From an optimization exercise on the open Yosys and OpenROAD flow, aimed at small area and a short achievable clock period; shortcuts taken in it are not production practice.
Only simulation tests tie the RTL to the original design; equivalence was not proved.

`flow/design.v`:
```
module processor(clk, rst, i_dataValid, i_packet, o_answer);
  input clk;
  input rst;
  input i_dataValid;
  input [31:0] i_packet;
  output reg [31:0] o_answer;
  reg [6:0] rf;
  reg f;
  wire g = i_dataValid & ~rst;             
  wire dir = i_packet[31];
  wire [30:0] v = i_packet[30:0] & {31{g}};
  wire [31:0] a = o_answer & {32{~rst}};
  wire [6:0] rneg = (rf == 7'd0) ? 7'd0 : 7'd100 - rf;
  wire [6:0] rin = (dir ^ f) ? rneg : rf;
  wire [9:0] c0 = v[11:2];
  wire [9:0] c1 = v[21:12];
  wire [8:0] c2 = v[30:22];
  wire [9:0] c1n = ~c1;
  wire [8:0] c2n = ~c2;
  wire [2:0] uq = {1'b0, v[1:0]} + {1'b0, rin[1:0]};
  wire cc = uq[2];
  wire ns_1, nc_2;
  fa uns_1 (.a(c0[0]), .b(c1n[0]), .c(c2[0]), .s(ns_1), .co(nc_2));
  wire ns_3, nc_4;
  fa uns_3 (.a(c0[7]), .b(c1n[7]), .c(c2[7]), .s(ns_3), .co(nc_4));
  wire ns_5, nc_6;
  fa uns_5 (.a(rin[2]), .b(cc), .c(ns_1), .s(ns_5), .co(nc_6));
  wire ns_7 = ~(c0[1] ^ c1n[1]);
  wire nc_8 = c0[1] | c1n[1];
  wire ns_9, nc_10;
  fa uns_9 (.a(c2[1]), .b(c0[8]), .c(c0[7]), .s(ns_9), .co(nc_10));
  wire ns_11, nc_12;
  fa uns_11 (.a(c1n[8]), .b(c1n[7]), .c(c2[8]), .s(ns_11), .co(nc_12));
  wire ns_13, nc_14;
  fa uns_13 (.a(c2[7]), .b(rin[3]), .c(ns_7), .s(ns_13), .co(nc_14));
  wire ns_15, nc_16;
  fa uns_15 (.a(nc_2), .b(nc_4), .c(ns_9), .s(ns_15), .co(nc_16));
  wire ns_17, nc_18;
  fa uns_17 (.a(ns_11), .b(ns_13), .c(nc_6), .s(ns_17), .co(nc_18));
  wire ns_19, nc_20;
  fa uns_19 (.a(c0[2]), .b(c1n[2]), .c(c2[2]), .s(ns_19), .co(nc_20));
  wire ns_21, nc_22;
  fa uns_21 (.a(c0[9]), .b(c0[8]), .c(c1n[9]), .s(ns_21), .co(nc_22));
  wire ns_23, nc_24;
  fa uns_23 (.a(c1n[8]), .b(c2[8]), .c(rin[4]), .s(ns_23), .co(nc_24));
  wire ns_25, nc_26;
  fa uns_25 (.a(nc_8), .b(nc_10), .c(nc_12), .s(ns_25), .co(nc_26));
  wire ns_27, nc_28;
  fa uns_27 (.a(ns_19), .b(ns_21), .c(ns_23), .s(ns_27), .co(nc_28));
  wire ns_29, nc_30;
  fa uns_29 (.a(nc_14), .b(nc_16), .c(ns_25), .s(ns_29), .co(nc_30));
  wire ns_31, nc_32;
  ha uns_31 (.a(ns_27), .b(nc_18), .s(ns_31), .co(nc_32));
  wire ns_33, nc_34;
  fa uns_33 (.a(c0[3]), .b(c1n[3]), .c(c2[3]), .s(ns_33), .co(nc_34));
  wire ns_35, nc_36;
  fa uns_35 (.a(c0[9]), .b(c1n[9]), .c(rin[5]), .s(ns_35), .co(nc_36));
  wire ns_37, nc_38;
  fa uns_37 (.a(nc_20), .b(nc_22), .c(ns_33), .s(ns_37), .co(nc_38));
  wire ns_39, nc_40;
  fa uns_39 (.a(nc_24), .b(ns_35), .c(nc_26), .s(ns_39), .co(nc_40));
  wire ns_41, nc_42;
  fa uns_41 (.a(ns_37), .b(nc_28), .c(nc_30), .s(ns_41), .co(nc_42));
  wire ns_43, nc_44;
  ha uns_43 (.a(ns_39), .b(nc_32), .s(ns_43), .co(nc_44));
  wire ns_45, nc_46;
  fa uns_45 (.a(c0[4]), .b(c1n[4]), .c(c2[4]), .s(ns_45), .co(nc_46));
  wire ns_47, nc_48;
  fa uns_47 (.a(rin[6]), .b(nc_34), .c(ns_45), .s(ns_47), .co(nc_48));
  wire ns_49, nc_50;
  fa uns_49 (.a(nc_36), .b(nc_38), .c(ns_47), .s(ns_49), .co(nc_50));
  wire ns_51, nc_52;
  fa uns_51 (.a(nc_40), .b(ns_49), .c(nc_42), .s(ns_51), .co(nc_52));
  wire ns_53, nc_54;
  fa uns_53 (.a(c0[5]), .b(c1n[5]), .c(c2[5]), .s(ns_53), .co(nc_54));
  wire ns_55, nc_56;
  fa uns_55 (.a(nc_46), .b(ns_53), .c(nc_48), .s(ns_55), .co(nc_56));
  wire ns_57, nc_58;
  ha uns_57 (.a(nc_50), .b(ns_55), .s(ns_57), .co(nc_58));
  wire ns_59, nc_60;
  fa uns_59 (.a(c0[6]), .b(c1n[6]), .c(c2[6]), .s(ns_59), .co(nc_60));
  wire ns_61, nc_62;
  fa uns_61 (.a(nc_54), .b(ns_59), .c(nc_56), .s(ns_61), .co(nc_62));
  wire ng_63, np_64;
  ha unp_64 (.a(ns_3), .b(ns_5), .s(np_64), .co(ng_63));
  wire ng_65, np_66;
  ha unp_66 (.a(ns_15), .b(ns_17), .s(np_66), .co(ng_65));
  wire ng_67, np_68;
  ha unp_68 (.a(ns_29), .b(ns_31), .s(np_68), .co(ng_67));
  wire ng_69, np_70;
  ha unp_70 (.a(ns_41), .b(ns_43), .s(np_70), .co(ng_69));
  wire ng_71, np_72;
  ha unp_72 (.a(nc_44), .b(ns_51), .s(np_72), .co(ng_71));
  wire ng_73, np_74;
  ha unp_74 (.a(ns_57), .b(nc_52), .s(np_74), .co(ng_73));
  wire ng_75, np_76;
  ha unp_76 (.a(nc_58), .b(ns_61), .s(np_76), .co(ng_75));
  wire ng_77, np_78;
  ha unp_78 (.a(nc_60), .b(nc_62), .s(np_78), .co(ng_77));
  wire nG_79;
  ao21 unG_79 (.a(ng_65), .b(np_66), .c(ng_63), .y(nG_79));
  wire nP_80;
  an2 unP_80 (.a(np_66), .b(np_64), .y(nP_80));
  wire nG_81;
  ao21 unG_81 (.a(ng_69), .b(np_70), .c(ng_67), .y(nG_81));
  wire nP_82;
  an2 unP_82 (.a(np_70), .b(np_68), .y(nP_82));
  wire nG_83;
  ao21 unG_83 (.a(ng_73), .b(np_74), .c(ng_71), .y(nG_83));
  wire nP_84;
  an2 unP_84 (.a(np_74), .b(np_72), .y(nP_84));
  wire nG_85;
  ao21 unG_85 (.a(ng_77), .b(np_78), .c(ng_75), .y(nG_85));
  wire nP_86;
  an2 unP_86 (.a(np_78), .b(np_76), .y(nP_86));
  wire nG_87;
  ao21 unG_87 (.a(ng_67), .b(np_68), .c(nG_79), .y(nG_87));
  wire nP_88;
  an2 unP_88 (.a(np_68), .b(nP_80), .y(nP_88));
  wire nG_89;
  ao21 unG_89 (.a(nG_81), .b(nP_82), .c(nG_79), .y(nG_89));
  wire nP_90;
  an2 unP_90 (.a(nP_82), .b(nP_80), .y(nP_90));
  wire nG_91;
  ao21 unG_91 (.a(ng_75), .b(np_76), .c(nG_83), .y(nG_91));
  wire nP_92;
  an2 unP_92 (.a(np_76), .b(nP_84), .y(nP_92));
  wire nG_93;
  ao21 unG_93 (.a(nG_85), .b(nP_86), .c(nG_83), .y(nG_93));
  wire nP_94;
  an2 unP_94 (.a(nP_86), .b(nP_84), .y(nP_94));
  wire nG_95;
  ao21 unG_95 (.a(ng_71), .b(np_72), .c(nG_89), .y(nG_95));
  wire nP_96;
  an2 unP_96 (.a(np_72), .b(nP_90), .y(nP_96));
  wire nG_97;
  ao21 unG_97 (.a(nG_83), .b(nP_84), .c(nG_89), .y(nG_97));
  wire nP_98;
  an2 unP_98 (.a(nP_84), .b(nP_90), .y(nP_98));
  wire nG_99;
  ao21 unG_99 (.a(nG_91), .b(nP_92), .c(nG_89), .y(nG_99));
  wire nP_100;
  an2 unP_100 (.a(nP_92), .b(nP_90), .y(nP_100));
  wire nG_101;
  ao21 unG_101 (.a(nG_93), .b(nP_94), .c(nG_89), .y(nG_101));
  wire nP_102;
  an2 unP_102 (.a(nP_94), .b(nP_90), .y(nP_102));
  wire no_103;
  xr2 uno_103 (.a(np_66), .b(ng_63), .y(no_103));
  wire no_104;
  xr2 uno_104 (.a(np_68), .b(nG_79), .y(no_104));
  wire no_105;
  xr2 uno_105 (.a(np_70), .b(nG_87), .y(no_105));
  wire no_106;
  xr2 uno_106 (.a(np_72), .b(nG_89), .y(no_106));
  wire no_107;
  xr2 uno_107 (.a(np_74), .b(nG_95), .y(no_107));
  wire no_108;
  xr2 uno_108 (.a(np_76), .b(nG_97), .y(no_108));
  wire no_109;
  xr2 uno_109 (.a(np_78), .b(nG_99), .y(no_109));
  wire [8:0] fp = {nG_101, no_109, no_108, no_107, no_106, no_105, no_104, no_103, np_64};
  wire [4:0] fF = fp[8:4];
  reg [4:0] qf, rr, th;
  always @(*) begin
    case (fF)
      5'd0: begin qf = 5'd0; rr = 5'd0; th = 5'd25; end
      5'd1: begin qf = 5'd0; rr = 5'd16; th = 5'd9; end
      5'd2: begin qf = 5'd1; rr = 5'd7; th = 5'd18; end
      5'd3: begin qf = 5'd1; rr = 5'd23; th = 5'd2; end
      5'd4: begin qf = 5'd2; rr = 5'd14; th = 5'd11; end
      5'd5: begin qf = 5'd3; rr = 5'd5; th = 5'd20; end
      5'd6: begin qf = 5'd3; rr = 5'd21; th = 5'd4; end
      5'd7: begin qf = 5'd4; rr = 5'd12; th = 5'd13; end
      5'd8: begin qf = 5'd5; rr = 5'd3; th = 5'd22; end
      5'd9: begin qf = 5'd5; rr = 5'd19; th = 5'd6; end
      5'd10: begin qf = 5'd6; rr = 5'd10; th = 5'd15; end
      5'd11: begin qf = 5'd7; rr = 5'd1; th = 5'd24; end
      5'd12: begin qf = 5'd7; rr = 5'd17; th = 5'd8; end
      5'd13: begin qf = 5'd8; rr = 5'd8; th = 5'd17; end
      5'd14: begin qf = 5'd8; rr = 5'd24; th = 5'd1; end
      5'd15: begin qf = 5'd9; rr = 5'd15; th = 5'd10; end
      5'd16: begin qf = 5'd10; rr = 5'd6; th = 5'd19; end
      5'd17: begin qf = 5'd10; rr = 5'd22; th = 5'd3; end
      5'd18: begin qf = 5'd11; rr = 5'd13; th = 5'd12; end
      5'd19: begin qf = 5'd12; rr = 5'd4; th = 5'd21; end
      5'd20: begin qf = 5'd12; rr = 5'd20; th = 5'd5; end
      5'd21: begin qf = 5'd13; rr = 5'd11; th = 5'd14; end
      5'd22: begin qf = 5'd14; rr = 5'd2; th = 5'd23; end
      5'd23: begin qf = 5'd14; rr = 5'd18; th = 5'd7; end
      5'd24: begin qf = 5'd15; rr = 5'd9; th = 5'd16; end
      5'd25: begin qf = 5'd16; rr = 5'd0; th = 5'd25; end
      5'd26: begin qf = 5'd16; rr = 5'd16; th = 5'd9; end
      5'd27: begin qf = 5'd17; rr = 5'd7; th = 5'd18; end
      5'd28: begin qf = 5'd17; rr = 5'd23; th = 5'd2; end
      default: begin qf = 5'd0; rr = 5'd0; th = 5'd0; end
    endcase
  end
  wire [5:0] s = {1'b0, rr} + {2'b0, fp[3:0]};
  wire k = {1'b0, fp[3:0]} >= th;        
  wire [4:0] ry = k ? s[4:0] + 5'd7 : s[4:0];
  wire [6:0] m = {ry, uq[1:0]};
  wire ns_110, nc_111;
  fa uns_110 (.a(a[0]), .b(c1[0]), .c(c2n[0]), .s(ns_110), .co(nc_111));
  wire ns_112, nc_113;
  fa uns_112 (.a(c0[7]), .b(c1n[7]), .c(c2[7]), .s(ns_112), .co(nc_113));
  wire ns_114, nc_115;
  ha uns_114 (.a(ns_110), .b(ns_112), .s(ns_114), .co(nc_115));
  wire ns_116, nc_117;
  fa uns_116 (.a(a[1]), .b(c1[1]), .c(c2n[1]), .s(ns_116), .co(nc_117));
  wire ns_118, nc_119;
  fa uns_118 (.a(c0[8]), .b(c1n[8]), .c(c2[8]), .s(ns_118), .co(nc_119));
  wire ns_120, nc_121;
  fa uns_120 (.a(nc_111), .b(nc_113), .c(ns_116), .s(ns_120), .co(nc_121));
  wire ns_122, nc_123;
  fa uns_122 (.a(ns_118), .b(nc_115), .c(ns_120), .s(ns_122), .co(nc_123));
  wire ns_124, nc_125;
  fa uns_124 (.a(a[2]), .b(c1[2]), .c(c2n[2]), .s(ns_124), .co(nc_125));
  wire ns_126, nc_127;
  fa uns_126 (.a(c0[9]), .b(c0[7]), .c(c1n[9]), .s(ns_126), .co(nc_127));
  wire ns_128, nc_129;
  fa uns_128 (.a(c1n[7]), .b(c2[7]), .c(nc_117), .s(ns_128), .co(nc_129));
  wire ns_130, nc_131;
  fa uns_130 (.a(nc_119), .b(ns_124), .c(ns_126), .s(ns_130), .co(nc_131));
  wire ns_132, nc_133;
  fa uns_132 (.a(nc_121), .b(ns_128), .c(ns_130), .s(ns_132), .co(nc_133));
  wire ns_134, nc_135;
  ha uns_134 (.a(nc_123), .b(ns_132), .s(ns_134), .co(nc_135));
  wire ns_136, nc_137;
  fa uns_136 (.a(a[3]), .b(c1[3]), .c(c1[0]), .s(ns_136), .co(nc_137));
  wire ns_138, nc_139;
  fa uns_138 (.a(c2n[0]), .b(c2n[3]), .c(c0[8]), .s(ns_138), .co(nc_139));
  wire ns_140, nc_141;
  fa uns_140 (.a(c1n[8]), .b(c2[8]), .c(nc_125), .s(ns_140), .co(nc_141));
  wire ns_142, nc_143;
  fa uns_142 (.a(nc_127), .b(ns_136), .c(ns_138), .s(ns_142), .co(nc_143));
  wire ns_144, nc_145;
  fa uns_144 (.a(nc_129), .b(nc_131), .c(ns_140), .s(ns_144), .co(nc_145));
  wire ns_146, nc_147;
  fa uns_146 (.a(ns_142), .b(nc_133), .c(ns_144), .s(ns_146), .co(nc_147));
  wire ns_148, nc_149;
  ha uns_148 (.a(nc_135), .b(ns_146), .s(ns_148), .co(nc_149));
  wire ns_150, nc_151;
  fa uns_150 (.a(a[4]), .b(c1[4]), .c(c1[1]), .s(ns_150), .co(nc_151));
  wire ns_152, nc_153;
  fa uns_152 (.a(c2n[1]), .b(c2n[4]), .c(c0[9]), .s(ns_152), .co(nc_153));
  wire ns_154, nc_155;
  fa uns_154 (.a(c1n[9]), .b(nc_137), .c(nc_139), .s(ns_154), .co(nc_155));
  wire ns_156, nc_157;
  fa uns_156 (.a(ns_150), .b(ns_152), .c(nc_141), .s(ns_156), .co(nc_157));
  wire ns_158, nc_159;
  fa uns_158 (.a(nc_143), .b(ns_154), .c(nc_145), .s(ns_158), .co(nc_159));
  wire ns_160, nc_161;
  fa uns_160 (.a(ns_156), .b(nc_147), .c(ns_158), .s(ns_160), .co(nc_161));
  wire ns_162, nc_163;
  ha uns_162 (.a(nc_149), .b(ns_160), .s(ns_162), .co(nc_163));
  wire ns_164, nc_165;
  fa uns_164 (.a(a[5]), .b(c1[5]), .c(c1[2]), .s(ns_164), .co(nc_165));
  wire ns_166, nc_167;
  fa uns_166 (.a(c1[0]), .b(c2n[0]), .c(c2n[2]), .s(ns_166), .co(nc_167));
  wire ns_168, nc_169;
  fa uns_168 (.a(c2n[5]), .b(nc_151), .c(nc_153), .s(ns_168), .co(nc_169));
  wire ns_170, nc_171;
  fa uns_170 (.a(ns_164), .b(ns_166), .c(nc_155), .s(ns_170), .co(nc_171));
  wire ns_172, nc_173;
  fa uns_172 (.a(ns_168), .b(nc_157), .c(ns_170), .s(ns_172), .co(nc_173));
  wire ns_174, nc_175;
  fa uns_174 (.a(nc_159), .b(ns_172), .c(nc_161), .s(ns_174), .co(nc_175));
  wire ns_176, nc_177;
  ha uns_176 (.a(nc_163), .b(ns_174), .s(ns_176), .co(nc_177));
  wire ns_178, nc_179;
  fa uns_178 (.a(a[6]), .b(c1[6]), .c(c1[3]), .s(ns_178), .co(nc_179));
  wire ns_180, nc_181;
  fa uns_180 (.a(c1[1]), .b(c2n[1]), .c(c2n[3]), .s(ns_180), .co(nc_181));
  wire ns_182, nc_183;
  fa uns_182 (.a(c2n[6]), .b(nc_165), .c(nc_167), .s(ns_182), .co(nc_183));
  wire ns_184, nc_185;
  fa uns_184 (.a(ns_178), .b(ns_180), .c(nc_169), .s(ns_184), .co(nc_185));
  wire ns_186, nc_187;
  fa uns_186 (.a(ns_182), .b(nc_171), .c(ns_184), .s(ns_186), .co(nc_187));
  wire ns_188, nc_189;
  fa uns_188 (.a(nc_173), .b(ns_186), .c(nc_175), .s(ns_188), .co(nc_189));
  wire ns_190, nc_191;
  fa uns_190 (.a(a[7]), .b(c1[7]), .c(c1[4]), .s(ns_190), .co(nc_191));
  wire ns_192, nc_193;
  fa uns_192 (.a(c1[2]), .b(c2n[2]), .c(c2n[4]), .s(ns_192), .co(nc_193));
  wire ns_194, nc_195;
  fa uns_194 (.a(c2n[7]), .b(nc_179), .c(nc_181), .s(ns_194), .co(nc_195));
  wire ns_196, nc_197;
  fa uns_196 (.a(ns_190), .b(ns_192), .c(nc_183), .s(ns_196), .co(nc_197));
  wire ns_198, nc_199;
  fa uns_198 (.a(ns_194), .b(nc_185), .c(ns_196), .s(ns_198), .co(nc_199));
  wire ns_200, nc_201;
  ha uns_200 (.a(nc_187), .b(ns_198), .s(ns_200), .co(nc_201));
  wire ns_202, nc_203;
  fa uns_202 (.a(a[8]), .b(c1[8]), .c(c1[5]), .s(ns_202), .co(nc_203));
  wire ns_204, nc_205;
  fa uns_204 (.a(c1[3]), .b(c2n[3]), .c(c2n[5]), .s(ns_204), .co(nc_205));
  wire ns_206, nc_207;
  fa uns_206 (.a(c2n[8]), .b(nc_191), .c(nc_193), .s(ns_206), .co(nc_207));
  wire ns_208, nc_209;
  fa uns_208 (.a(ns_202), .b(ns_204), .c(nc_195), .s(ns_208), .co(nc_209));
  wire ns_210, nc_211;
  fa uns_210 (.a(ns_206), .b(nc_197), .c(ns_208), .s(ns_210), .co(nc_211));
  wire ns_212, nc_213;
  ha uns_212 (.a(nc_199), .b(ns_210), .s(ns_212), .co(nc_213));
  wire ns_214 = ~(a[9] ^ c1[9]);
  wire nc_215 = a[9] | c1[9];
  wire ns_216, nc_217;
  fa uns_216 (.a(c1[6]), .b(c1[4]), .c(c2n[4]), .s(ns_216), .co(nc_217));
  wire ns_218, nc_219;
  fa uns_218 (.a(c2n[6]), .b(ns_214), .c(nc_203), .s(ns_218), .co(nc_219));
  wire ns_220, nc_221;
  fa uns_220 (.a(nc_205), .b(ns_216), .c(nc_207), .s(ns_220), .co(nc_221));
  wire ns_222, nc_223;
  fa uns_222 (.a(ns_218), .b(nc_209), .c(ns_220), .s(ns_222), .co(nc_223));
  wire ns_224, nc_225;
  ha uns_224 (.a(nc_211), .b(ns_222), .s(ns_224), .co(nc_225));
  wire ns_226 = ~(a[10] ^ c1[7]);
  wire nc_227 = a[10] | c1[7];
  wire ns_228, nc_229;
  fa uns_228 (.a(c1[5]), .b(c2[0]), .c(c2n[5]), .s(ns_228), .co(nc_229));
  wire ns_230, nc_231;
  fa uns_230 (.a(c2n[7]), .b(nc_215), .c(ns_226), .s(ns_230), .co(nc_231));
  wire ns_232, nc_233;
  fa uns_232 (.a(nc_217), .b(ns_228), .c(ns_230), .s(ns_232), .co(nc_233));
  wire ns_234, nc_235;
  fa uns_234 (.a(nc_219), .b(ns_232), .c(nc_221), .s(ns_234), .co(nc_235));
  wire ns_236, nc_237;
  ha uns_236 (.a(nc_223), .b(ns_234), .s(ns_236), .co(nc_237));
  wire ns_238 = ~(a[11] ^ c1[8]);
  wire nc_239 = a[11] | c1[8];
  wire ns_240, nc_241;
  fa uns_240 (.a(c1[6]), .b(c2[1]), .c(c2n[6]), .s(ns_240), .co(nc_241));
  wire ns_242, nc_243;
  fa uns_242 (.a(c2n[8]), .b(nc_227), .c(ns_238), .s(ns_242), .co(nc_243));
  wire ns_244, nc_245;
  fa uns_244 (.a(nc_229), .b(ns_240), .c(nc_231), .s(ns_244), .co(nc_245));
  wire ns_246, nc_247;
  fa uns_246 (.a(ns_242), .b(nc_233), .c(ns_244), .s(ns_246), .co(nc_247));
  wire ns_248, nc_249;
  ha uns_248 (.a(ns_246), .b(nc_235), .s(ns_248), .co(nc_249));
  wire ns_250, nc_251;
  fa uns_250 (.a(a[12]), .b(c1[9]), .c(c1[7]), .s(ns_250), .co(nc_251));
  wire ns_252, nc_253;
  fa uns_252 (.a(c2[2]), .b(c2n[7]), .c(nc_239), .s(ns_252), .co(nc_253));
  wire ns_254, nc_255;
  fa uns_254 (.a(nc_241), .b(ns_250), .c(nc_243), .s(ns_254), .co(nc_255));
  wire ns_256, nc_257;
  fa uns_256 (.a(ns_252), .b(nc_245), .c(ns_254), .s(ns_256), .co(nc_257));
  wire ns_258, nc_259;
  ha uns_258 (.a(nc_247), .b(ns_256), .s(ns_258), .co(nc_259));
  wire ns_260 = ~(a[13] ^ c1[8]);
  wire nc_261 = a[13] | c1[8];
  wire ns_262, nc_263;
  fa uns_262 (.a(c2[0]), .b(c2[3]), .c(c2n[8]), .s(ns_262), .co(nc_263));
  wire ns_264, nc_265;
  fa uns_264 (.a(ns_260), .b(nc_251), .c(ns_262), .s(ns_264), .co(nc_265));
  wire ns_266, nc_267;
  fa uns_266 (.a(nc_253), .b(ns_264), .c(nc_255), .s(ns_266), .co(nc_267));
  wire ns_268, nc_269;
  ha uns_268 (.a(nc_257), .b(ns_266), .s(ns_268), .co(nc_269));
  wire ns_270, nc_271;
  fa uns_270 (.a(a[14]), .b(c1[9]), .c(c2[1]), .s(ns_270), .co(nc_271));
  wire ns_272, nc_273;
  fa uns_272 (.a(c2[4]), .b(nc_261), .c(nc_263), .s(ns_272), .co(nc_273));
  wire ns_274, nc_275;
  fa uns_274 (.a(ns_270), .b(nc_265), .c(ns_272), .s(ns_274), .co(nc_275));
  wire ns_276, nc_277;
  ha uns_276 (.a(ns_274), .b(nc_267), .s(ns_276), .co(nc_277));
  wire ns_278 = ~(a[15] ^ c2[0]);
  wire nc_279 = a[15] | c2[0];
  wire ns_280, nc_281;
  fa uns_280 (.a(c2[2]), .b(c2[5]), .c(ns_278), .s(ns_280), .co(nc_281));
  wire ns_282, nc_283;
  fa uns_282 (.a(nc_271), .b(ns_280), .c(nc_273), .s(ns_282), .co(nc_283));
  wire ns_284, nc_285;
  ha uns_284 (.a(nc_275), .b(ns_282), .s(ns_284), .co(nc_285));
  wire ns_286 = ~(a[16] ^ c2[1]);
  wire nc_287 = a[16] | c2[1];
  wire ns_288, nc_289;
  fa uns_288 (.a(c2[3]), .b(c2[6]), .c(nc_279), .s(ns_288), .co(nc_289));
  wire ns_290, nc_291;
  fa uns_290 (.a(ns_286), .b(nc_281), .c(ns_288), .s(ns_290), .co(nc_291));
  wire ns_292, nc_293;
  ha uns_292 (.a(ns_290), .b(nc_283), .s(ns_292), .co(nc_293));
  wire ns_294 = ~(a[17] ^ c2[2]);
  wire nc_295 = a[17] | c2[2];
  wire ns_296, nc_297;
  fa uns_296 (.a(c2[4]), .b(c2[7]), .c(nc_287), .s(ns_296), .co(nc_297));
  wire ns_298, nc_299;
  fa uns_298 (.a(ns_294), .b(nc_289), .c(ns_296), .s(ns_298), .co(nc_299));
  wire ns_300, nc_301;
  ha uns_300 (.a(nc_291), .b(ns_298), .s(ns_300), .co(nc_301));
  wire ns_302 = ~(a[18] ^ c2[3]);
  wire nc_303 = a[18] | c2[3];
  wire ns_304, nc_305;
  fa uns_304 (.a(c2[5]), .b(c2[8]), .c(nc_295), .s(ns_304), .co(nc_305));
  wire ns_306, nc_307;
  fa uns_306 (.a(ns_302), .b(nc_297), .c(ns_304), .s(ns_306), .co(nc_307));
  wire ns_308, nc_309;
  ha uns_308 (.a(nc_299), .b(ns_306), .s(ns_308), .co(nc_309));
  wire ns_310 = ~(a[19] ^ c2[4]);
  wire nc_311 = a[19] | c2[4];
  wire ns_312, nc_313;
  fa uns_312 (.a(c2[6]), .b(nc_303), .c(ns_310), .s(ns_312), .co(nc_313));
  wire ns_314, nc_315;
  fa uns_314 (.a(nc_305), .b(ns_312), .c(nc_307), .s(ns_314), .co(nc_315));
  wire ns_316 = ~(a[20] ^ c2[5]);
  wire nc_317 = a[20] | c2[5];
  wire ns_318, nc_319;
  fa uns_318 (.a(c2[7]), .b(nc_311), .c(ns_316), .s(ns_318), .co(nc_319));
  wire ns_320, nc_321;
  ha uns_320 (.a(nc_313), .b(ns_318), .s(ns_320), .co(nc_321));
  wire ns_322 = ~(a[21] ^ c2[6]);
  wire nc_323 = a[21] | c2[6];
  wire ns_324, nc_325;
  fa uns_324 (.a(c2[8]), .b(nc_317), .c(ns_322), .s(ns_324), .co(nc_325));
  wire ns_326, nc_327;
  ha uns_326 (.a(nc_319), .b(ns_324), .s(ns_326), .co(nc_327));
  wire ns_328 = ~(a[22] ^ c2[7]);
  wire nc_329 = a[22] | c2[7];
  wire ns_330, nc_331;
  fa uns_330 (.a(nc_323), .b(ns_328), .c(nc_325), .s(ns_330), .co(nc_331));
  wire ns_332 = ~(a[23] ^ c2[8]);
  wire nc_333 = a[23] | c2[8];
  wire ns_334, nc_335;
  ha uns_334 (.a(nc_329), .b(ns_332), .s(ns_334), .co(nc_335));
  wire ns_336 = ~(a[24] ^ nc_333);
  wire nc_337 = a[24] | nc_333;
  wire ns_338 = ~a[25];
  wire ns_339 = ~a[26];
  wire ns_340 = ~a[27];
  wire ns_341 = ~a[28];
  wire ns_342 = ~a[29];
  wire ns_343 = ~a[30];
  wire ns_344 = ~a[31];
  wire ng_345, np_346;
  ha unp_346 (.a(ns_114), .b(qf[0]), .s(np_346), .co(ng_345));
  wire ng_347, np_348;
  ha unp_348 (.a(ns_122), .b(qf[1]), .s(np_348), .co(ng_347));
  wire ng_349, np_350;
  ha unp_350 (.a(ns_134), .b(qf[2]), .s(np_350), .co(ng_349));
  wire ng_351, np_352;
  ha unp_352 (.a(ns_148), .b(qf[3]), .s(np_352), .co(ng_351));
  wire ng_353, np_354;
  ha unp_354 (.a(ns_162), .b(qf[4]), .s(np_354), .co(ng_353));
  wire nG_355;
  ao21 unG_355 (.a(ng_347), .b(np_348), .c(ng_345), .y(nG_355));
  wire nP_356;
  an2 unP_356 (.a(np_348), .b(np_346), .y(nP_356));
  wire nG_357;
  ao21 unG_357 (.a(ng_351), .b(np_352), .c(ng_349), .y(nG_357));
  wire nP_358;
  an2 unP_358 (.a(np_352), .b(np_350), .y(nP_358));
  wire nG_359;
  an2 unG_359 (.a(ns_176), .b(ng_353), .y(nG_359));
  wire nP_360;
  an2 unP_360 (.a(ns_176), .b(np_354), .y(nP_360));
  wire nG_361;
  ao21 unG_361 (.a(ng_349), .b(np_350), .c(nG_355), .y(nG_361));
  wire nP_362;
  an2 unP_362 (.a(np_350), .b(nP_356), .y(nP_362));
  wire nG_363;
  ao21 unG_363 (.a(nG_357), .b(nP_358), .c(nG_355), .y(nG_363));
  wire nP_364;
  an2 unP_364 (.a(nP_358), .b(nP_356), .y(nP_364));
  wire nG_365;
  ao21 unG_365 (.a(ng_353), .b(np_354), .c(nG_363), .y(nG_365));
  wire nP_366;
  an2 unP_366 (.a(np_354), .b(nP_364), .y(nP_366));
  wire nG_367;
  ao21 unG_367 (.a(nG_359), .b(nP_360), .c(nG_363), .y(nG_367));
  wire nP_368;
  an2 unP_368 (.a(nP_360), .b(nP_364), .y(nP_368));
  wire no_369;
  xr2 uno_369 (.a(np_346), .b(k), .y(no_369));
  wire nG_370;
  ao21 unG_370 (.a(ng_345), .b(np_346), .c(k), .y(nG_370));
  wire no_371;
  xr2 uno_371 (.a(np_348), .b(nG_370), .y(no_371));
  wire nG_372;
  ao21 unG_372 (.a(nG_355), .b(nP_356), .c(k), .y(nG_372));
  wire no_373;
  xr2 uno_373 (.a(np_350), .b(nG_372), .y(no_373));
  wire nG_374;
  ao21 unG_374 (.a(nG_361), .b(nP_362), .c(k), .y(nG_374));
  wire no_375;
  xr2 uno_375 (.a(np_352), .b(nG_374), .y(no_375));
  wire nG_376;
  ao21 unG_376 (.a(nG_363), .b(nP_364), .c(k), .y(nG_376));
  wire no_377;
  xr2 uno_377 (.a(np_354), .b(nG_376), .y(no_377));
  wire nG_378;
  ao21 unG_378 (.a(nG_365), .b(nP_366), .c(k), .y(nG_378));
  wire no_379;
  xr2 uno_379 (.a(ns_176), .b(nG_378), .y(no_379));
  wire nG_380;
  ao21 unG_380 (.a(nG_367), .b(nP_368), .c(k), .y(nG_380));
  wire ng_381, np_382;
  ha unp_382 (.a(nc_177), .b(ns_188), .s(np_382), .co(ng_381));
  wire ng_383, np_384;
  ha unp_384 (.a(ns_200), .b(nc_189), .s(np_384), .co(ng_383));
  wire ng_385, np_386;
  ha unp_386 (.a(nc_201), .b(ns_212), .s(np_386), .co(ng_385));
  wire ng_387, np_388;
  ha unp_388 (.a(nc_213), .b(ns_224), .s(np_388), .co(ng_387));
  wire ng_389, np_390;
  ha unp_390 (.a(ns_236), .b(nc_225), .s(np_390), .co(ng_389));
  wire ng_391, np_392;
  ha unp_392 (.a(nc_237), .b(ns_248), .s(np_392), .co(ng_391));
  wire ng_393, np_394;
  ha unp_394 (.a(ns_258), .b(nc_249), .s(np_394), .co(ng_393));
  wire ng_395, np_396;
  ha unp_396 (.a(nc_259), .b(ns_268), .s(np_396), .co(ng_395));
  wire ng_397, np_398;
  ha unp_398 (.a(ns_276), .b(nc_269), .s(np_398), .co(ng_397));
  wire ng_399, np_400;
  ha unp_400 (.a(ns_284), .b(nc_277), .s(np_400), .co(ng_399));
  wire ng_401, np_402;
  ha unp_402 (.a(nc_285), .b(ns_292), .s(np_402), .co(ng_401));
  wire ng_403, np_404;
  ha unp_404 (.a(ns_300), .b(nc_293), .s(np_404), .co(ng_403));
  wire ng_405, np_406;
  ha unp_406 (.a(nc_301), .b(ns_308), .s(np_406), .co(ng_405));
  wire ng_407, np_408;
  ha unp_408 (.a(nc_309), .b(ns_314), .s(np_408), .co(ng_407));
  wire ng_409, np_410;
  ha unp_410 (.a(ns_320), .b(nc_315), .s(np_410), .co(ng_409));
  wire ng_411, np_412;
  ha unp_412 (.a(nc_321), .b(ns_326), .s(np_412), .co(ng_411));
  wire ng_413, np_414;
  ha unp_414 (.a(nc_327), .b(ns_330), .s(np_414), .co(ng_413));
  wire ng_415, np_416;
  ha unp_416 (.a(ns_334), .b(nc_331), .s(np_416), .co(ng_415));
  wire ng_417, np_418;
  ha unp_418 (.a(ns_336), .b(nc_335), .s(np_418), .co(ng_417));
  wire ng_419, np_420;
  ha unp_420 (.a(ns_338), .b(nc_337), .s(np_420), .co(ng_419));
  wire ng_421, np_422;
  ha unp_422 (.a(a[25]), .b(ns_339), .s(np_422), .co(ng_421));
  wire ng_423, np_424;
  ha unp_424 (.a(a[26]), .b(ns_340), .s(np_424), .co(ng_423));
  wire ng_425, np_426;
  ha unp_426 (.a(a[27]), .b(ns_341), .s(np_426), .co(ng_425));
  wire ng_427, np_428;
  ha unp_428 (.a(a[28]), .b(ns_342), .s(np_428), .co(ng_427));
  wire ng_429, np_430;
  ha unp_430 (.a(a[29]), .b(ns_343), .s(np_430), .co(ng_429));
  wire ng_431, np_432;
  ha unp_432 (.a(a[30]), .b(ns_344), .s(np_432), .co(ng_431));
  wire nG_433;
  ao21 unG_433 (.a(ng_383), .b(np_384), .c(ng_381), .y(nG_433));
  wire nP_434;
  an2 unP_434 (.a(np_384), .b(np_382), .y(nP_434));
  wire nG_435;
  ao21 unG_435 (.a(ng_387), .b(np_388), .c(ng_385), .y(nG_435));
  wire nP_436;
  an2 unP_436 (.a(np_388), .b(np_386), .y(nP_436));
  wire nG_437;
  ao21 unG_437 (.a(ng_391), .b(np_392), .c(ng_389), .y(nG_437));
  wire nP_438;
  an2 unP_438 (.a(np_392), .b(np_390), .y(nP_438));
  wire nG_439;
  ao21 unG_439 (.a(ng_395), .b(np_396), .c(ng_393), .y(nG_439));
  wire nP_440;
  an2 unP_440 (.a(np_396), .b(np_394), .y(nP_440));
  wire nG_441;
  ao21 unG_441 (.a(ng_399), .b(np_400), .c(ng_397), .y(nG_441));
  wire nP_442;
  an2 unP_442 (.a(np_400), .b(np_398), .y(nP_442));
  wire nG_443;
  ao21 unG_443 (.a(ng_403), .b(np_404), .c(ng_401), .y(nG_443));
  wire nP_444;
  an2 unP_444 (.a(np_404), .b(np_402), .y(nP_444));
  wire nG_445;
  ao21 unG_445 (.a(ng_407), .b(np_408), .c(ng_405), .y(nG_445));
  wire nP_446;
  an2 unP_446 (.a(np_408), .b(np_406), .y(nP_446));
  wire nG_447;
  ao21 unG_447 (.a(ng_411), .b(np_412), .c(ng_409), .y(nG_447));
  wire nP_448;
  an2 unP_448 (.a(np_412), .b(np_410), .y(nP_448));
  wire nG_449;
  ao21 unG_449 (.a(ng_415), .b(np_416), .c(ng_413), .y(nG_449));
  wire nP_450;
  an2 unP_450 (.a(np_416), .b(np_414), .y(nP_450));
  wire nG_451;
  ao21 unG_451 (.a(ng_419), .b(np_420), .c(ng_417), .y(nG_451));
  wire nP_452;
  an2 unP_452 (.a(np_420), .b(np_418), .y(nP_452));
  wire nG_453;
  ao21 unG_453 (.a(ng_423), .b(np_424), .c(ng_421), .y(nG_453));
  wire nP_454;
  an2 unP_454 (.a(np_424), .b(np_422), .y(nP_454));
  wire nG_455;
  ao21 unG_455 (.a(ng_427), .b(np_428), .c(ng_425), .y(nG_455));
  wire nP_456;
  an2 unP_456 (.a(np_428), .b(np_426), .y(nP_456));
  wire nG_457;
  ao21 unG_457 (.a(ng_431), .b(np_432), .c(ng_429), .y(nG_457));
  wire nP_458;
  an2 unP_458 (.a(np_432), .b(np_430), .y(nP_458));
  wire nG_459;
  ao21 unG_459 (.a(nG_435), .b(nP_436), .c(nG_433), .y(nG_459));
  wire nP_460;
  an2 unP_460 (.a(nP_436), .b(nP_434), .y(nP_460));
  wire nG_461;
  ao21 unG_461 (.a(nG_439), .b(nP_440), .c(nG_437), .y(nG_461));
  wire nP_462;
  an2 unP_462 (.a(nP_440), .b(nP_438), .y(nP_462));
  wire nG_463;
  ao21 unG_463 (.a(nG_443), .b(nP_444), .c(nG_441), .y(nG_463));
  wire nP_464;
  an2 unP_464 (.a(nP_444), .b(nP_442), .y(nP_464));
  wire nG_465;
  ao21 unG_465 (.a(nG_447), .b(nP_448), .c(nG_445), .y(nG_465));
  wire nP_466;
  an2 unP_466 (.a(nP_448), .b(nP_446), .y(nP_466));
  wire nG_467;
  ao21 unG_467 (.a(nG_451), .b(nP_452), .c(nG_449), .y(nG_467));
  wire nP_468;
  an2 unP_468 (.a(nP_452), .b(nP_450), .y(nP_468));
  wire nG_469;
  ao21 unG_469 (.a(nG_455), .b(nP_456), .c(nG_453), .y(nG_469));
  wire nP_470;
  an2 unP_470 (.a(nP_456), .b(nP_454), .y(nP_470));
  wire nG_471;
  ao21 unG_471 (.a(nG_461), .b(nP_462), .c(nG_459), .y(nG_471));
  wire nP_472;
  an2 unP_472 (.a(nP_462), .b(nP_460), .y(nP_472));
  wire nG_473;
  ao21 unG_473 (.a(nG_465), .b(nP_466), .c(nG_463), .y(nG_473));
  wire nP_474;
  an2 unP_474 (.a(nP_466), .b(nP_464), .y(nP_474));
  wire nG_475;
  ao21 unG_475 (.a(nG_469), .b(nP_470), .c(nG_467), .y(nG_475));
  wire nP_476;
  an2 unP_476 (.a(nP_470), .b(nP_468), .y(nP_476));
  wire nG_477;
  ao21 unG_477 (.a(nG_473), .b(nP_474), .c(nG_471), .y(nG_477));
  wire nP_478;
  an2 unP_478 (.a(nP_474), .b(nP_472), .y(nP_478));
  wire nG_479;
  ao21 unG_479 (.a(nG_475), .b(nP_476), .c(nG_477), .y(nG_479));
  wire nP_480;
  an2 unP_480 (.a(nP_476), .b(nP_478), .y(nP_480));
  wire nG_481;
  ao21 unG_481 (.a(nG_463), .b(nP_464), .c(nG_471), .y(nG_481));
  wire nP_482;
  an2 unP_482 (.a(nP_464), .b(nP_472), .y(nP_482));
  wire nG_483;
  ao21 unG_483 (.a(nG_467), .b(nP_468), .c(nG_477), .y(nG_483));
  wire nP_484;
  an2 unP_484 (.a(nP_468), .b(nP_478), .y(nP_484));
  wire nG_485;
  ao21 unG_485 (.a(nG_437), .b(nP_438), .c(nG_459), .y(nG_485));
  wire nP_486;
  an2 unP_486 (.a(nP_438), .b(nP_460), .y(nP_486));
  wire nG_487;
  ao21 unG_487 (.a(nG_441), .b(nP_442), .c(nG_471), .y(nG_487));
  wire nP_488;
  an2 unP_488 (.a(nP_442), .b(nP_472), .y(nP_488));
  wire nG_489;
  ao21 unG_489 (.a(nG_445), .b(nP_446), .c(nG_481), .y(nG_489));
  wire nP_490;
  an2 unP_490 (.a(nP_446), .b(nP_482), .y(nP_490));
  wire nG_491;
  ao21 unG_491 (.a(nG_449), .b(nP_450), .c(nG_477), .y(nG_491));
  wire nP_492;
  an2 unP_492 (.a(nP_450), .b(nP_478), .y(nP_492));
  wire nG_493;
  ao21 unG_493 (.a(nG_453), .b(nP_454), .c(nG_483), .y(nG_493));
  wire nP_494;
  an2 unP_494 (.a(nP_454), .b(nP_484), .y(nP_494));
  wire nG_495;
  ao21 unG_495 (.a(nG_457), .b(nP_458), .c(nG_479), .y(nG_495));
  wire nP_496;
  an2 unP_496 (.a(nP_458), .b(nP_480), .y(nP_496));
  wire nG_497;
  ao21 unG_497 (.a(ng_385), .b(np_386), .c(nG_433), .y(nG_497));
  wire nP_498;
  an2 unP_498 (.a(np_386), .b(nP_434), .y(nP_498));
  wire nG_499;
  ao21 unG_499 (.a(ng_389), .b(np_390), .c(nG_459), .y(nG_499));
  wire nP_500;
  an2 unP_500 (.a(np_390), .b(nP_460), .y(nP_500));
  wire nG_501;
  ao21 unG_501 (.a(ng_393), .b(np_394), .c(nG_485), .y(nG_501));
  wire nP_502;
  an2 unP_502 (.a(np_394), .b(nP_486), .y(nP_502));
  wire nG_503;
  ao21 unG_503 (.a(ng_397), .b(np_398), .c(nG_471), .y(nG_503));
  wire nP_504;
  an2 unP_504 (.a(np_398), .b(nP_472), .y(nP_504));
  wire nG_505;
  ao21 unG_505 (.a(ng_401), .b(np_402), .c(nG_487), .y(nG_505));
  wire nP_506;
  an2 unP_506 (.a(np_402), .b(nP_488), .y(nP_506));
  wire nG_507;
  ao21 unG_507 (.a(ng_405), .b(np_406), .c(nG_481), .y(nG_507));
  wire nP_508;
  an2 unP_508 (.a(np_406), .b(nP_482), .y(nP_508));
  wire nG_509;
  ao21 unG_509 (.a(ng_409), .b(np_410), .c(nG_489), .y(nG_509));
  wire nP_510;
  an2 unP_510 (.a(np_410), .b(nP_490), .y(nP_510));
  wire nG_511;
  ao21 unG_511 (.a(ng_413), .b(np_414), .c(nG_477), .y(nG_511));
  wire nP_512;
  an2 unP_512 (.a(np_414), .b(nP_478), .y(nP_512));
  wire nG_513;
  ao21 unG_513 (.a(ng_417), .b(np_418), .c(nG_491), .y(nG_513));
  wire nP_514;
  an2 unP_514 (.a(np_418), .b(nP_492), .y(nP_514));
  wire nG_515;
  ao21 unG_515 (.a(ng_421), .b(np_422), .c(nG_483), .y(nG_515));
  wire nP_516;
  an2 unP_516 (.a(np_422), .b(nP_484), .y(nP_516));
  wire nG_517;
  ao21 unG_517 (.a(ng_425), .b(np_426), .c(nG_493), .y(nG_517));
  wire nP_518;
  an2 unP_518 (.a(np_426), .b(nP_494), .y(nP_518));
  wire nG_519;
  ao21 unG_519 (.a(ng_429), .b(np_430), .c(nG_479), .y(nG_519));
  wire nP_520;
  an2 unP_520 (.a(np_430), .b(nP_480), .y(nP_520));
  wire no_521;
  xr2 uno_521 (.a(np_382), .b(nG_380), .y(no_521));
  wire nG_522;
  ao21 unG_522 (.a(ng_381), .b(np_382), .c(nG_380), .y(nG_522));
  wire no_523;
  xr2 uno_523 (.a(np_384), .b(nG_522), .y(no_523));
  wire nG_524;
  ao21 unG_524 (.a(nG_433), .b(nP_434), .c(nG_380), .y(nG_524));
  wire no_525;
  xr2 uno_525 (.a(np_386), .b(nG_524), .y(no_525));
  wire nG_526;
  ao21 unG_526 (.a(nG_497), .b(nP_498), .c(nG_380), .y(nG_526));
  wire no_527;
  xr2 uno_527 (.a(np_388), .b(nG_526), .y(no_527));
  wire nG_528;
  ao21 unG_528 (.a(nG_459), .b(nP_460), .c(nG_380), .y(nG_528));
  wire no_529;
  xr2 uno_529 (.a(np_390), .b(nG_528), .y(no_529));
  wire nG_530;
  ao21 unG_530 (.a(nG_499), .b(nP_500), .c(nG_380), .y(nG_530));
  wire no_531;
  xr2 uno_531 (.a(np_392), .b(nG_530), .y(no_531));
  wire nG_532;
  ao21 unG_532 (.a(nG_485), .b(nP_486), .c(nG_380), .y(nG_532));
  wire no_533;
  xr2 uno_533 (.a(np_394), .b(nG_532), .y(no_533));
  wire nG_534;
  ao21 unG_534 (.a(nG_501), .b(nP_502), .c(nG_380), .y(nG_534));
  wire no_535;
  xr2 uno_535 (.a(np_396), .b(nG_534), .y(no_535));
  wire nG_536;
  ao21 unG_536 (.a(nG_471), .b(nP_472), .c(nG_380), .y(nG_536));
  wire no_537;
  xr2 uno_537 (.a(np_398), .b(nG_536), .y(no_537));
  wire nG_538;
  ao21 unG_538 (.a(nG_503), .b(nP_504), .c(nG_380), .y(nG_538));
  wire no_539;
  xr2 uno_539 (.a(np_400), .b(nG_538), .y(no_539));
  wire nG_540;
  ao21 unG_540 (.a(nG_487), .b(nP_488), .c(nG_380), .y(nG_540));
  wire no_541;
  xr2 uno_541 (.a(np_402), .b(nG_540), .y(no_541));
  wire nG_542;
  ao21 unG_542 (.a(nG_505), .b(nP_506), .c(nG_380), .y(nG_542));
  wire no_543;
  xr2 uno_543 (.a(np_404), .b(nG_542), .y(no_543));
  wire nG_544;
  ao21 unG_544 (.a(nG_481), .b(nP_482), .c(nG_380), .y(nG_544));
  wire no_545;
  xr2 uno_545 (.a(np_406), .b(nG_544), .y(no_545));
  wire nG_546;
  ao21 unG_546 (.a(nG_507), .b(nP_508), .c(nG_380), .y(nG_546));
  wire no_547;
  xr2 uno_547 (.a(np_408), .b(nG_546), .y(no_547));
  wire nG_548;
  ao21 unG_548 (.a(nG_489), .b(nP_490), .c(nG_380), .y(nG_548));
  wire no_549;
  xr2 uno_549 (.a(np_410), .b(nG_548), .y(no_549));
  wire nG_550;
  ao21 unG_550 (.a(nG_509), .b(nP_510), .c(nG_380), .y(nG_550));
  wire no_551;
  xr2 uno_551 (.a(np_412), .b(nG_550), .y(no_551));
  wire nG_552;
  ao21 unG_552 (.a(nG_477), .b(nP_478), .c(nG_380), .y(nG_552));
  wire no_553;
  xr2 uno_553 (.a(np_414), .b(nG_552), .y(no_553));
  wire nG_554;
  ao21 unG_554 (.a(nG_511), .b(nP_512), .c(nG_380), .y(nG_554));
  wire no_555;
  xr2 uno_555 (.a(np_416), .b(nG_554), .y(no_555));
  wire nG_556;
  ao21 unG_556 (.a(nG_491), .b(nP_492), .c(nG_380), .y(nG_556));
  wire no_557;
  xr2 uno_557 (.a(np_418), .b(nG_556), .y(no_557));
  wire nG_558;
  ao21 unG_558 (.a(nG_513), .b(nP_514), .c(nG_380), .y(nG_558));
  wire no_559;
  xr2 uno_559 (.a(np_420), .b(nG_558), .y(no_559));
  wire nG_560;
  ao21 unG_560 (.a(nG_483), .b(nP_484), .c(nG_380), .y(nG_560));
  wire no_561;
  xr2 uno_561 (.a(np_422), .b(nG_560), .y(no_561));
  wire nG_562;
  ao21 unG_562 (.a(nG_515), .b(nP_516), .c(nG_380), .y(nG_562));
  wire no_563;
  xr2 uno_563 (.a(np_424), .b(nG_562), .y(no_563));
  wire nG_564;
  ao21 unG_564 (.a(nG_493), .b(nP_494), .c(nG_380), .y(nG_564));
  wire no_565;
  xr2 uno_565 (.a(np_426), .b(nG_564), .y(no_565));
  wire nG_566;
  ao21 unG_566 (.a(nG_517), .b(nP_518), .c(nG_380), .y(nG_566));
  wire no_567;
  xr2 uno_567 (.a(np_428), .b(nG_566), .y(no_567));
  wire nG_568;
  ao21 unG_568 (.a(nG_479), .b(nP_480), .c(nG_380), .y(nG_568));
  wire no_569;
  xr2 uno_569 (.a(np_430), .b(nG_568), .y(no_569));
  wire nG_570;
  ao21 unG_570 (.a(nG_519), .b(nP_520), .c(nG_380), .y(nG_570));
  wire no_571;
  xr2 uno_571 (.a(np_432), .b(nG_570), .y(no_571));
  wire nG_572;
  ao21 unG_572 (.a(nG_495), .b(nP_496), .c(nG_380), .y(nG_572));
  wire [31:0] sum = {no_571, no_569, no_567, no_565, no_563, no_561, no_559, no_557, no_555, no_553, no_551, no_549, no_547, no_545, no_543, no_541, no_539, no_537, no_535, no_533, no_531, no_529, no_527, no_525, no_523, no_521, no_379, no_377, no_375, no_373, no_371, no_369};
  always @(posedge clk) begin
    o_answer <= sum;
    rf <= rst ? 7'd50 : m;
    f <= dir;
  end
endmodule
module fa(input a, input b, input c, output s, output co);
  assign s = a ^ b ^ c;
  assign co = (a & b) | (a & c) | (b & c);
endmodule
module ao21(input a, input b, input c, output y);
  assign y = a | (b & c);
endmodule
module an2(input a, input b, output y);
  assign y = a & b;
endmodule
module xr2(input a, input b, output y);
  assign y = a ^ b;
endmodule
module ha(input a, input b, output s, output co);
  assign s = a ^ b;
  assign co = a & b;
endmodule
```
`flow/run.sh`:
```
#!/bin/bash
# synth_recipe.tcl (not shown) runs the flow's synth.tcl, then flattens the netlist and writes it again
# the make line also repeats each setting of config.mk as NAME=value (left out here)
make -C /OpenROAD-flow-scripts/flow DESIGN_CONFIG=/design/flow/config.mk WORK_HOME=/design/flow/orfs CLKGATE_MAP_FILE= SYNTH_SCRIPT=/design/flow/synth_recipe.tcl finish
```
`flow/config.mk`:
```
export PLATFORM = sky130hd
export DESIGN_NAME = processor
export DESIGN_NICKNAME = processor
export VERILOG_FILES = /design/flow/design.v
export SDC_FILE = /design/flow/constraint.sdc
export NUM_CORES = 4
export LEC_CHECK = 0
export CAP_MARGIN = 20
export CORE_MARGIN = 2
export CORE_UTILIZATION = 60
export SLEW_MARGIN = 20
export SYNTH_HIERARCHICAL = 1
```
`flow/constraint.sdc`:
```
create_clock -name core_clock -period 42.0 [get_ports {clk}]
set_input_delay 8.4000 -clock core_clock [delete_from_list [all_inputs] [get_ports {clk}]]
set_output_delay 8.4000 -clock core_clock [all_outputs]
set_load 0.01 [all_outputs]
```
==> results of run 1 <==
## logic make-up (layout without fill, tap and decap cells)
group	Yosys count	count (layout)	share of synthesized area, %
fa+ha+maj	205	205	47.7
simple gates	184	184	14.5
compound gates	147	147	14.5
buf+inv	86	147	4.77
xor+xnor	49	49	6.05
flops	40	40	11.3
mux	6	6	1.11
## layout by cell type, fill, tap and decap left out, types with 2 or more instances in the layout
cell / Yosys / layout
a211oi_1: 4 / 4
a21o_1: 95 / 95
a21oi_1: 22 / 22
and2_1: 67 / 67
buf_4: 1 / 3
clkbuf_16: 0 / 5
clkdlybuf4s50_1: 0 / 66
dfxtp_1: 40 / 40
fa_1: 109 / 109
ha_1: 96 / 96
inv_1: 69 / 69
mux2i_1: 3 / 3
nand2_1: 35 / 35
nand2b_1: 29 / 29
nor2_1: 18 / 18
nor2_2: 2 / 2
nor2b_1: 18 / 17
nor3_1: 6 / 6
nor3b_1: 2 / 2
o21a_1: 2 / 2
o21ai_0: 12 / 12
o22ai_1: 3 / 3
xnor2_1: 7 / 7
xor2_1: 42 / 42
## Yosys stat by module (local to each module, per instance)
module	copies in the design	flops+latches	cells inside	area, µm²
processor	1	40	363	2800
fa	107	0	1	20.0
ha	62	0	1	12.5
xr2	39	0	1	8.76
ao21	91	0	1	7.51
an2	55	0	1	6.26
## final cells by class
class	instances	area, µm²	share of cell area, %
Inverter	70	263	3.27
Clock buffer	5	125	1.56
Sequential cell	40	801	9.95
Clock inverter	3	42.5	0.529
Timing Repair Buffer	69	683	8.49
Tap cell	143	179	2.22
Multi-Input combinational cell	591	5950	74.0
## worst max-delay path: stages
cell	delay [ps]
clkdlybuf4s50_1	400
buf_4	250
nor2b_2	840
nand2_1	420
inv_1	290
fa_1	450
fa_1	400
fa_1	420
fa_1	440
ha_1	340
and2_1	170
a21o_1	230
a21o_1	180
xor2_1	580
inv_1	300
ha_1	490
nand2b_1	200
a21oi_1	100
a211oi_1	250
a21oi_1	90
ha_1	330
nor2b_1	40
o21ai_0	130
a21oi_1	190
nor2_2	460
a21o_1	860
a21o_1	230
xor2_1	140
## through the flow
stage | hold slack [ps] | utilization, %
floorplan | 620 | -
global placement | 593 | 68.7
detailed placement | 631 | 68.7
CTS | 643 | 70.2
global route | 690 | 70.2
finish | 662 | 70.2
## state kept, by name, indices dropped and copies added, names as in the netlist
register / flops
o_answer: 32
rf: 7
f: 1
## worst max path at each step
stage / to / slack, ps / depth (start not counted)
after floorplan: o_answer[10]$_DFF_P_ / 26710 / 24
after global placement: o_answer[31]$_DFF_P_ / 24710 / 27
after detailed placement: o_answer[20]$_DFF_P_ / 24350 / 28
after CTS: o_answer[24]$_DFF_P_ / 24650 / 28
after global routing: o_answer[20]$_DFF_P_ / 23850 / 28
final: o_answer[31]$_DFF_P_ / 24550 / 28
## per-layer routing
metal	global-route usage [%]	routed length, µm	vias up
met1	35.9	7120	2511
li1	-	-	2485
met5	0	0	-
met2	46.2	7830	125
met4	10.6	614	0
met3	4.55	616	38
==> results.txt, run 1 <==
- Layout area overhead: 13.5%
- Final period utilization: 41.6%
- Fraction of the yosys area taken by sequential cells: 11.3%
- Syn nets: 957
- Startpoint Class: input port
- Pre-antenna DRT Iters: 4
- Detailed Place HPWL: 13.7 mm
- Worst-Skew Late Latency: 300 ps
- FFs w/ async S/R, synth: 0%
- Max Slew Vio Count: 0
- Critical path class: in -> reg
- Final Skew: 6.73 ps
- Share of layout cells above drive strength 1: 2.96%
- Clk slew on worst S/H paths: 60 ps
- CP max FO: 40
- DP Cell Count: 913
- Placer Congestion: 0.884
- Vias in the first global route: 5,605
- DP Area: 7880 µm²
- Worst Tran Pin Value: 1020 ps
- Largest net degree at the start of global routing: 41
- Setup WS pre-CTS: 24,350 ps
- Beginning of the worst hold path: o_answer[31]$_DFF_P_
- WP data required: 42,230 ps
- Status: no timing/DRC/antenna violations
- Post-CTS setup buffer count: 0
- WL/cell: 17.6 µm
- CP endpoint kind: register
- Critical path launch point: rst
- Die W: 113 µm
- Flops & latches, synth: 40
- Nets: 1,017
- Design area: 8050 µm²
- Total GRT Usage: 27.5%
- Worst r2r dst: o_answer[31]$_DFF_P_
- Synth Warn #: 7
- Initial antenna violation count: 0
- CTS buffer count: 5
- Routed Antenna Nets: 0
- RR Startpoint: f$_DFF_P_
- Vias per inst: 5.60
- Final min period: 17,450 ps
- Ant diodes: 0
- Max-Slew Margin vs Limit: 31.5%
- Die ar.: 12,700 µm²
- Hold Path Depth: 3
- CTS tree: built
- Worst Hold Class: reg -> reg
- Synth Area per Inst: 9.89 µm²
- First-pass GRT wire length: 27.4 mm
- Iter 0 DRT Violations: 330
- Clk buf depth: 2
- # setup viols final: 0
- Final wirelength: 16.2 mm
- Final Hold Vio Count: 0
- Setup TNS: 0 ps
- Max-cap viol count: 0
- Core area: 11,500 µm²
- Max Freq: 57.3 MHz
- Setup ws final: 24,550 ps
- Reg2reg setup slack: 33,940 ps
- Top post-synthesis cells by area: fa_1 31%, ha_1 17%, dfxtp_1 11%
- H-tree level count: 2
- RSZ-0062 raised after global routing: no
- Die Y: 113 µm
- Hold Path End: o_answer[31]$_DFF_P_
- Gate Count Post-Synth: 717
- Synth cell count leaders: 109 x fa_1, 96 x ha_1, 95 x a21o_1, 69 x inv_1, 67 x and2_1
- DRC Markers: 0
- Yosys top cell area share: 30.8%
- Most common cell in the synthesized netlist: fa_1
- Post-synth cell types: 46
- CTS Hold Bufs: 0
- Root buffer cell: clkbuf_16
- Worst reg2reg path depth: 29
- Filler cells: 921
- I/O Pins: 67
- Arrival @ worst endpoint: 17,680 ps
- Row count: 39
- Netlist Area Pre-Place: 7090 µm²
- EDFF count, synth: 0
- PortBufs: 66
- Starting density of the core: 61.8%
- Top_reg_cell synth: dfxtp_1
- Vias post-DR: 5,159
- Final cell count without fillers: 921
- Global route total overflow: 0
- CTS sink count: 40
- Leading area contributor after synthesis: fa_1
- PostCTS Resize Cnt: 0
==> run 2, diff against run 1 <==
==> flow/flow/run.sh (new file) <==
#!/bin/bash
# Standard layout, with plain buf_1 cells (instead of the default delay buffers) as the
# buffers that every input and output port gets.
set -euo pipefail
export BUFFER_PORTS_ARGS="-buffer_cell sky130_fd_sc_hd__buf_1"
bash standard.sh > standard.log 2>&1
==> flow/standard.sh (new file) <==
#!/bin/bash
# synth_recipe.tcl (not shown) runs the flow's synth.tcl, then flattens the netlist and writes it again
# the make line also repeats each setting of config.mk as NAME=value (left out here)
make -C /OpenROAD-flow-scripts/flow DESIGN_CONFIG=/design/flow/config.mk WORK_HOME=/design/flow/orfs CLKGATE_MAP_FILE= SYNTH_SCRIPT=/design/flow/synth_recipe.tcl "${@:-finish}"
removed: flow/run.sh
==> run 2 against run 1 <==
Net effect:
- sequential share of layout area rose by 0.53 points
- first-iteration DRC count is 15% lower
- cell count is the same
- routed wire length shrank 1.7%
- largest cell class unchanged
- flip-flop and latch count is the same
- synthesized cell count stayed put
- clock skew increased by 5.6 ps
- worst setup slack improved by 510 ps
- critical endpoint is now o_answer[11]$_DFF_P_
- register-to-register slack better by 120 ps
==> results.txt, run 2 <==
- Highest-count cells in the layout ignoring fill and taps: 109 x fa_1, 96 x ha_1, 95 x a21o_1, 69 x inv_1, 67 x and2_1
- Beginning of the worst hold path: o_answer[31]$_DFF_P_
- Worst Hold Class: reg -> reg
- Yosys top cell area share: 30.8%
- Share of layout cells above drive strength 1: 2.96%
- DRC Markers: 0
- Vias per inst: 5.53
- Vias in the first global route: 5,469
- Final Hold Vio Count: 0
- CP endpoint kind: register
- Iter 0 DRT Violations: 280
- Max Freq: 59.0 MHz
- Ant diodes: 0
- Largest family of logic cells by synthesized area: adder cells
- Die Y: 113 µm
- Syn nets: 957
- RSZ-0062 raised after global routing: no
- Post-synth cell types: 46
- Status: no timing/DRC/antenna violations
- Synth Area in Compound Gates: 14.5%
- Leading area contributor after synthesis: fa_1
- Nets: 1,017
- Vias post-DR: 5,094
- Die ar.: 12,700 µm²
- CTS buffer count: 5
- Synth Warn #: 7
- First-pass GRT wire length: 27.1 mm
- H-tree level count: 2
- Synth cell count leaders: 109 x fa_1, 96 x ha_1, 95 x a21o_1, 69 x inv_1, 67 x and2_1
- CTS sink count: 40
- Clk slew on worst S/H paths: 70 ps
- Final Skew: 12.3 ps
- Top post-synthesis cells by area: fa_1 31%, ha_1 17%, dfxtp_1 11%
- Final min period: 16,940 ps
- FFs w/ async S/R, synth: 0%
- Fraction of the yosys area taken by sequential cells: 11.3%
- Setup TNS: 0 ps
- Largest net degree at the start of global routing: 41
- Largest regs: o_answer x32, rf x7, f x1
- Flops & latches, synth: 40
- Root buffer cell: clkbuf_16
- Final Util: 66.6%
- Clk buf depth: 2
- Largest Register: o_answer
- Hold Path End: o_answer[31]$_DFF_P_
- Most common library cell in the layout ignoring fill and taps: fa_1
- DP Cell Count: 913
- Gate Count Post-Synth: 717
- Initial antenna violation count: 0
- I/O Pins: 67
- Max-Slew Margin vs Limit: 33.4%
- Hold Path Depth: 3
- Post-CTS setup buffer count: 0
- RR Startpoint: f$_DFF_P_
- PortBufs: 66
- Final Hold Slack: 614 ps
- Starting density of the core: 61.8%
- Top_reg_cell synth: dfxtp_1
- Row count: 39
- Adder-cell share of the synthesized area: 47.7%
- WP data required: 42,230 ps
- Core area: 11,500 µm²
- Global route total overflow: 0
- Final wirelength: 15.9 mm
- Max-cap viol count: 0
- Total GRT Usage: 27.2%
- Most common cell in the synthesized netlist: fa_1
- CTS Hold Bufs: 0
- CP max FO: 40
- Max FFs per register: 32
- XOR/XNOR share of the synthesized area: 6.05%
- Mux cell area share after synthesis: 1.11%
- Reg2reg setup slack: 34,060 ps
- CTS tree: built
- Max Slew Vio Count: 0
- Worst Tran Pin Value: 995 ps
- Die W: 113 µm
- Netlist Area Pre-Place: 7090 µm²
- Startpoint Class: input port
- Simple-gate share of the synthesized area: 14.5%
- WL/cell: 17.3 µm
- Final period utilization: 40.3%
- Detailed Place HPWL: 13.6 mm
- Routed Antenna Nets: 0
- Worst-Skew Late Latency: 300 ps
- Worst r2r dst: o_answer[11]$_DFF_P_
- Synth Area per Inst: 9.89 µm²
- EDFF count, synth: 0
- Worst reg2reg path depth: 26
- # setup viols final: 0
- Final cell count without fillers: 921
- Layout area overhead: 7.73%
- PostCTS Resize Cnt: 0
- Arrival @ worst endpoint: 17,170 ps
- Critical path class: in -> reg
- Pre-antenna DRT Iters: 6
- Placer Congestion: 0.936
run 2: cell count changes in the layout (fill, tap and decap cells not counted), sizes merged:
cell	delta
buf	+66
clkdlybuf4s50	-66
clkinv	-1
inv	+1
run 2: worst max path at each step:
stage | startpoint | end | slack, ps | cells after the start
4_1_cts | rst | o_answer[11]$_DFF_P_ | 25020 | 28
6_report | rst | o_answer[11]$_DFF_P_ | 25060 | 28
5_1_grt | rst | o_answer[11]$_DFF_P_ | 24270 | 26
3_3_place_gp | rst | o_answer[24]$_DFF_P_ | 25000 | 27
2_1_floorplan | i_dataValid | o_answer[10]$_DFF_P_ | 26710 | 24
3_5_place_dp | rst | o_answer[11]$_DFF_P_ | 24720 | 27
run 2: metal layers:
layer  track usage, %  wire (µm)  part of all wire [%]
met1             36.0       7050                    44
met2             45.9       7790                    49
met3             4.66        609                   3.8
met4             8.86        454                   2.9
met5                0          0                     0
run 2: per-module statistics from Yosys, one instance, submodules excluded:
module	flip-flops and latches	copies in the design	cells
xr2	0	39	1
an2	0	55	1
ha	0	62	1
fa	0	107	1
processor	40	1	363
ao21	0	91	1
run 2: worst max-delay path, stage by stage:
cell and delay [ps]:
buf_1 70, buf_4 250, nor2b_2 820, nand2_1 430, inv_1 430, fa_1 260
fa_1 430, fa_1 400, fa_1 440, ha_1 350, and2_1 170, a21o_1 230
a21o_1 190, xor2_1 610, inv_1 290, ha_1 470, nand2b_1 220, a21oi_1 110
a211oi_1 210, a21oi_1 70, ha_1 320, nor2b_1 40, o21ai_0 140, a21oi_1 190
nor2_2 410, a21o_1 830, a21o_1 220, xor2_1 160
run 2: final cells by class:
cell class	instances	area, µm²
clock inverters	3	46.3
flip-flops and latches	40	801
fillers	959	3830
well taps	143	179
repair buffers	69	270
clock buffers	5	125
multi-input cells	591	5950
inverters	70	263
run 2: stage by stage:
stage,area [µm²],setup WS [ps]
2_1_floorplan,7090,26710
3_3_place_gp,7460,25000
3_5_place_dp,7460,24720
4_1_cts,7640,25020
5_1_grt,7640,24270
6_report,7640,25060
run 2: cell families (layout without fill, tap and decap cells):
group                      count (synthesis)  after routing
DFF                                       40             40
and+or+nand+nor                          184            184
adders and majority gates                205            205
muxes                                      6              6
AOI/OAI and AO/OA                        147            147
buffers and inverters                     86            147
xor gates and xnor gates                  49             49

## separate check: timing with driven ports
How much do the figures lean on ideal ports? The routed layouts below were timed once more, with nothing changed but the port constraints.
Step 1: set_driving_cell puts a clkbuf_16 on clk and a buf_2 on each other input, an assumption about the parent block.
Step 2 moves the port delays by t, midway between the first and last clock arrival at a register: inputs arrive t later, outputs are due t later. That takes back most of the time a late clock gives input paths.
a / b / c = ideal / step 1 / step 2; a / b = the first two.
| run | t (ns) | slack for setup (ns) | worst setup path at the end | clock arrival spread, ns | worst data-port slew with drivers (ns) |
|---|---|---|---|---|---|
| run 1 | 0.340 | 24.548 / 24.568 / 24.229 | input to register | 0.007 / 0.007 | 0.05 |
| run 2 | 0.338 | 25.060 / 25.079 / 24.741 | input to register | 0.012 / 0.012 | 0.04 |
After both steps setup and hold are still met in every run listed.
